What follows belongs to an exercise in optimizing a design on an open flow for small area; a production flow would make more cautious choices.
Only the layout flow was run in this run; the RTL was not checked for function there.
Power is estimated from default activity; no workload was simulated.

==> design/flow/design.v <==
module RISCV(
  input  clock,
  input  reset,
  input  io_rx,
  input  io_readyToReadProgram,
  input  io_runProgram,
  output io_tx,
  output io_idleLED,
  output io_listeningLED,
  output io_runningLED
);
  reg readyPrev, runPrev, stRun, stListen, capture;
  wire readyRise = io_readyToReadProgram & ~readyPrev;
  wire runRise = io_runProgram & ~runPrev;
  always @(posedge clock) begin
    if (reset) begin
      readyPrev <= 1'b0;
      runPrev <= 1'b0;
      stRun <= 1'b0;
      stListen <= 1'b0;
      capture <= 1'b0;
    end else begin
      readyPrev <= io_readyToReadProgram;
      runPrev <= io_runProgram;
      stRun <= io_runProgram | (stRun & ~readyRise);
      stListen <= ~io_runProgram & (readyRise | stListen);
      capture <= ~runRise & (readyRise | capture);
    end
  end
  assign io_idleLED = ~stRun & ~stListen;
  assign io_listeningLED = stListen;
  assign io_runningLED = stRun;
  reg s1, s2, fprev;
  reg [7:0] rsh;
  localparam [9:0] LZ = 10'h3ff, L867 = 10'h00c, L432 = 10'h042;
  reg [9:0] rcnt;
  reg [3:0] rbits;
  reg rval;
  wire rzero = rcnt == LZ;
  wire falling = ~s2 & fprev;
  reg [5:0] qc;           
  wire full = qc[5];
  wire doEnq = capture & rval & ~full;
  always @(posedge clock) begin
    s1 <= io_rx;
    s2 <= s1;
    fprev <= s2;
    if (rzero & rbits != 4'd0 & rbits != 4'd9)
      rsh <= {s2, rsh[7:1]};
    if (reset) begin
      rcnt <= L867;
      rbits <= 4'd0;
      rval <= 1'b0;
    end else begin
      if (!rzero)
        rcnt <= {rcnt[8:0], rcnt[9] ^ rcnt[6]};
      else if (rbits != 4'd0) begin
        rcnt <= L867;
        rbits <= rbits - 4'd1;
      end else if (falling) begin
        rcnt <= L432;
        rbits <= 4'd9;
      end
      if (rval & ~(capture & full))
        rval <= 1'b0;
      else if (rzero & rbits == 4'd1)
        rval <= 1'b1;
    end
  end
  reg [5:0] rc;
  reg cpend;
  wire wstay;
  wire clrReq = readyRise | cpend;
  always @(posedge clock) begin
    if (reset)
      qc <= 6'd0;
    else if (doEnq)
      qc <= qc + 6'd1;
    if (reset) begin
      rc <= 6'd0;
      cpend <= 1'b0;
    end else begin
      if (doEnq)
        rc <= rc + 6'd1;
      else if (clrReq & ~wstay)
        rc <= 6'd0;
      cpend <= ~doEnq & clrReq & wstay;
    end
  end
  reg [4:0] ph;
  reg clr;
  reg wpend;
  reg [255:0] ring;
  wire [4:0] phInc = ph + 5'd1;
  wire fetchB, fetchT, braw, traw;
  wire commit = wpend & (phInc == rc[4:0]) & ~(fetchB & ~braw) & ~(fetchT & ~traw);
  assign wstay = wpend & ~commit;
  wire [7:0] tail = commit ? rsh : clr ? 8'd0 : ring[7:0];
  always @(posedge clock) begin
    ring <= {tail, ring[255:8]};
    if (reset) begin
      ph <= 5'd0;
      clr <= 1'b1;
      wpend <= 1'b0;
    end else begin
      ph <= phInc;
      if (ph == 5'd31)
        clr <= 1'b0;
      if (doEnq)
        wpend <= 1'b1;
      else if (commit)
        wpend <= 1'b0;
    end
  end
  reg sending;
  reg [5:0] idx;
  reg bstate, bpend, brawR;
  assign braw = brawR;
  reg [7:0] bdata;
  wire issue = sending & ~bstate;
  wire [5:0] idxInc = idx + 6'd1;
  wire last = idxInc == (cpend ? 6'd0 : rc);
  always @(posedge clock) begin
    if (reset)
      sending <= 1'b0;
    else if (sending) begin
      if (~bstate & last)
        sending <= 1'b0;
    end else if (runRise)
      sending <= 1'b1;
    if (~sending & runRise)
      idx <= 6'd0;
    else if (issue & ~last)
      idx <= idxInc;
  end
  reg [9:0] tcnt;
  reg [3:0] tbits;
  reg [8:0] tsh;
  reg tpend, trawR;
  assign traw = trawR;
  wire tzero = tcnt == LZ;
  wire take = bstate & tzero & (tbits == 4'd0);
  assign fetchB = bpend & (bdata[4:0] == ph);
  assign fetchT = tpend & (tsh[5:1] == ph);
  always @(posedge clock) begin
    if (reset)
      bstate <= 1'b0;
    else if (~bstate)
      bstate <= sending;
    else if (tzero & (tbits == 4'd0))
      bstate <= 1'b0;
    if (issue) begin
      bdata <= {3'd0, idx[5] ? 5'd0 : idx[4:0]};
      bpend <= ~idx[5];
      brawR <= wpend;
    end else if (fetchB) begin
      bdata <= tail;
      bpend <= 1'b0;
    end
  end
  always @(posedge clock) begin
    if (reset) begin
      tcnt <= LZ;
      tbits <= 4'd0;
      tsh <= 9'h1ff;
      tpend <= 1'b0;
    end else begin
      tcnt <= tzero ? L867 : {tcnt[8:0], tcnt[9] ^ tcnt[6]};
      if (tzero & tbits != 4'd0) begin
        tsh <= {1'b1, tsh[8:1]};
        tbits <= tbits - 4'd1;
      end else if (take) begin
        tsh <= {fetchB ? tail : bdata, 1'b0};
        tbits <= 4'd11;
        tpend <= bpend & ~fetchB;
        trawR <= brawR;
      end else if (fetchT) begin
        tsh[8:1] <= tail;
        tpend <= 1'b0;
      end
    end
  end
  assign io_tx = tsh[0];
endmodule
==> design/flow/flow/run.sh <==
#!/bin/bash
# Standard layout; clock tree synthesis without dummy loads, with larger
# sink clusters, built from small clock buffers.
export CTS_ARGS="-sink_clustering_enable -repair_clock_nets -dont_use_dummy_load -sink_clustering_size 20 -sink_clustering_max_diameter 60 -buf_list {sky130_fd_sc_hd__clkbuf_4 sky130_fd_sc_hd__clkbuf_8}"
bash standard.sh finish > standard.log 2>&1
==> design/flow/standard.sh <==
#!/bin/bash
# synth_recipe.tcl (not shown) runs the flow's synth.tcl, then flattens the netlist and writes it again
# the make line also repeats each setting of config.mk as NAME=value (left out here)
make -C /OpenROAD-flow-scripts/flow DESIGN_CONFIG=/design/flow/config.mk WORK_HOME=/design/flow/orfs CLKGATE_MAP_FILE= SYNTH_SCRIPT=/design/flow/synth_recipe.tcl "${@:-finish}"
==> design/flow/config.mk <==
export PLATFORM = sky130hd
export DESIGN_NAME = RISCV
export DESIGN_NICKNAME = RISCV
export VERILOG_FILES = /design/flow/design.v
export SDC_FILE = /design/flow/constraint.sdc
export NUM_CORES = 4
export LEC_CHECK = 0
export CAP_MARGIN = 20
export CORE_MARGIN = 2
export CORE_UTILIZATION = 40
export SLEW_MARGIN = 20
==> design/flow/constraint.sdc <==
create_clock -name core_clock -period 10.0 [get_ports {clock}]
set_input_delay 2.0000 -clock core_clock [delete_from_list [all_inputs] [get_ports {clock}]]
set_output_delay 2.0000 -clock core_clock [all_outputs]
set_load 0.01 [all_outputs]
==> notes.md <==
final cells by class:
class                           count  area [um2]
Sequential cell                   350        7120
Inverter                           15        56.3
Timing Repair Buffer               12         105
Tap cell                          319         399
Multi-Input combinational cell    348        2190
Clock buffer                       22         303
Fill cell                        2184       13200
metrics by stage:
stage / util / cell area [um2] / setup WS [ns] / power (uW) / hold WS [ns]
2_1_floorplan: - / 9480 / 7.09 / 1720 / 0.310
3_3_place_gp: 0.422 / 9870 / 6.37 / 1780 / 0.311
3_5_place_dp: 0.422 / 9870 / 6.33 / 1790 / 0.312
4_1_cts: 0.435 / 10200 / 6.44 / 2360 / 0.312
5_1_grt: 0.435 / 10200 / 6.41 / 2450 / 0.306
6_report: 0.435 / 10200 / 6.48 / 2330 / 0.307
routing by layer:
metal,vias up,track usage,share of wire
li1,2506,-,-
met1,2284,0.166,0.53
met2,60,0.167,0.41
met3,26,0.0235,0.038
met4,0,0.0322,0.024
met5,-,0,0
Yosys cell counts (all sizes together), types with 7 or more instances:
library cell | n | share of area
a21oi | 22 | 0.012
or2 | 7 | 0.0046
nand3 | 13 | 0.0069
dfxtp | 339 | 0.72
o311a | 12 | 0.013
nor2 | 53 | 0.021
nor2b | 9 | 0.0059
a21o | 12 | 0.0095
o31ai | 15 | 0.012
o21ai | 20 | 0.012
nand2 | 43 | 0.017
xnor2 | 15 | 0.014
buf | 8 | 0.0038
a211oi | 13 | 0.010
inv | 15 | 0.0059
nor3 | 14 | 0.0079
clkbuf | 22 | 0.0087
edfxtp | 11 | 0.035
and3 | 10 | 0.0066
nand2b | 9 | 0.0059
xor2 | 15 | 0.014
power groups by stage:
stage / registers, uW / clock network [uW] / logic [uW]
after floorplan: 1520 / 0 / 199
after CTS: 1510 / 607 / 250
after global routing: 1510 / 656 / 282
after global placement: 1540 / 0 / 244
final: 1510 / 577 / 247
after detailed placement: 1540 / 0 / 248
flip-flops by register name (all words and copies together) (netlist names), 8 cells and up:
signal	count
rsh	8
tcnt	10
rcnt	10
tsh	9
bdata	8
ring	256
path summary, 6_finish.rpt:
| check | startpoint | to | depth (start not counted) |
|---|---|---|---|
| setup / recovery | stListen$_SDFF_PP0_ | io_idleLED | 2 |
| hold / removal | ring[214]$_DFF_P_ | ring[206]$_DFF_P_ | 0 |
| setup reg to reg | ph[0]$_SDFF_PP0_ | tsh[8]$_SDFFE_PP1P_ | 9 |
| hold reg to reg | ring[214]$_DFF_P_ | ring[206]$_DFF_P_ | 0 |
critical path, delay by kind of cell (launching register included):
family        cells  cell delay [ns]
buf+inv           1             0.54
flops             1             0.34
simple gates      1             0.11
kinds of logic (layout without fill, tap and decap cells):
logic type                 after synthesis  after routing
DFF                                    350            350
and+or+nand+nor                        189            189
AOI/OAI and AO/OA                      117            117
buffers and inverters                   45             49
xor gates and xnor gates                30             30
adders and majority gates                6              6
muxes                                    6              6
==> impl_metrics.ini <==
[outcome]
status = timing/DRC/antenna clean

[sta]
tightest_slew_ns = 0.770
slew_headroom = 0.485
fmax_mhz = 284
tns_ns = 0
final-max-slew-violation-count = 0
hold_violations = 0
period_minus_slack_ns = 3.52
layout_worst_path_cycle_share = 0.352
setup-violations-final = 0
skew_ns = 0.0452
rsz0062_at_grt = false

[route]
wl_per_cell_um = 12.5
antenna_left = 0
drt_iter0_drc = 208
viasPerCell = 4.57
first_pass_iters = 4
wirelength_um = 13300
route.vias.total = 4876
drc = 0

[power_and_ir_drop]
p_per_area_mw_per_mm2 = 229
peakVddDrop_uv = 114
p_clk_frac = 0.248
leakage_uw = 0.00387
swShare = 0.239
p_switching_uw = 558
pwr-share-comb = 0.106
sequentialPowerShare = 0.646
p_int_uw = 1770

[cells_and_area]
final_cell_mix = 339 x dfxtp_1, 53 x nor2_1, 43 x nand2_1
finalNonFillerCells = 1066
final_common_cell = dfxtp_1
synthToLayoutAreaGrowth_pct = 7.26
final_nets = 760
drive_above_1_share = 0.0549
num_antenna_cells = 0

[synth]
synth_compound_area_frac = 0.0893
synthFlopType = dfxtp_1
synth_xor_area_frac = 0.0277
synth-seq-area-share = 0.751
ys_types = 57
synth_top_family_by_area = simple AND/OR/NAND/NOR gates
ys_warn_count = 1
syn_area_per_cell_um2 = 12.8
synth_fp_nets = 754
async_reset_ff_frac = 0
synth_area_mm2 = 0.00948
synth_edf_count = 11
synth_adder_area_share = 0.00792
syn_inst = 743
synthMuxAreaShare = 0.00633
synth-seq-cells = 350
yosys.area_share.simple = 0.0996

[placed_design]
dp_cells = 1044
io_buffers = 8
dp_hpwl_um = 8030
gp_routability_congestion = 0.759

[worst_setup_path]
critPathRequiredTime_ns = 8.00
crit_type = reg -> out
crit_slowest_cell = clkdlybuf4s50_1
crit_chain = nor2_1 > clkdlybuf4s50_1
cpPeakStageDelay_ns = 0.54
rrSetupSlack_ns = 6.83
start_kind = register
arrival_ns = 1.52
critPathCaptureType = primary output
cp_max_fo = 3

[clocking]
clkLatencyLatePin_ns = 0.55
root_buffer = clkbuf_8
post_cts_buffers = 0
cts.sinks = 350
clock_path_buffers = 3
cts_resized = 0
clk_pin_slew_worst_paths_ns = 0.11
htreeDepth = 1
cts_tree = yes
hold_buffers = 0
numCtsBuffers = 22

[floorplanning]
die_area_mm2 = 0.0250
start_util = 0.405
io_pins = 9
floorplan.rows = 56
die_h_um = 158
coreArea_mm2 = 0.0234
die_w_um = 158

[global_route]
grt_first_pass_wirelength_um = 23100
grt_antenna_before_repair = 0
grt_pass1_vias = 4769
grt_start_max_net_pins = 68
overflow = 0
grt_use_total = 0.113

[min_path]
min_path_type = reg -> reg

[flow_run]
maxCapViolations = 0

## static timing again, ports no longer ideal
The results above use ideal ports. As a check the final layout listed here was re-extracted and re-timed, cells and wires unchanged.
Step 1: set_driving_cell puts a clkbuf_16 on clock and a buf_2 on each other input, an assumption about the parent block.
Step 2 adds t to the input delays and takes it off the output delays; t is the mean of the earliest and latest rising clock arrival at the registers after step 1. Input paths then give back, and output paths get back, about the clock's delay inside the block.
Slacks: no drivers / after step 1 / after step 2; pairs: no drivers / after step 1.
t (ns): 0.571
setup WS [ns]: 6.482 / 6.440 / 6.368
worst data-port slew with drivers (ns): 0.03
After both steps setup and hold are still met in this run. The setup slack of this run moves by -0.042 ns with the drivers and by -0.114 ns with both steps.
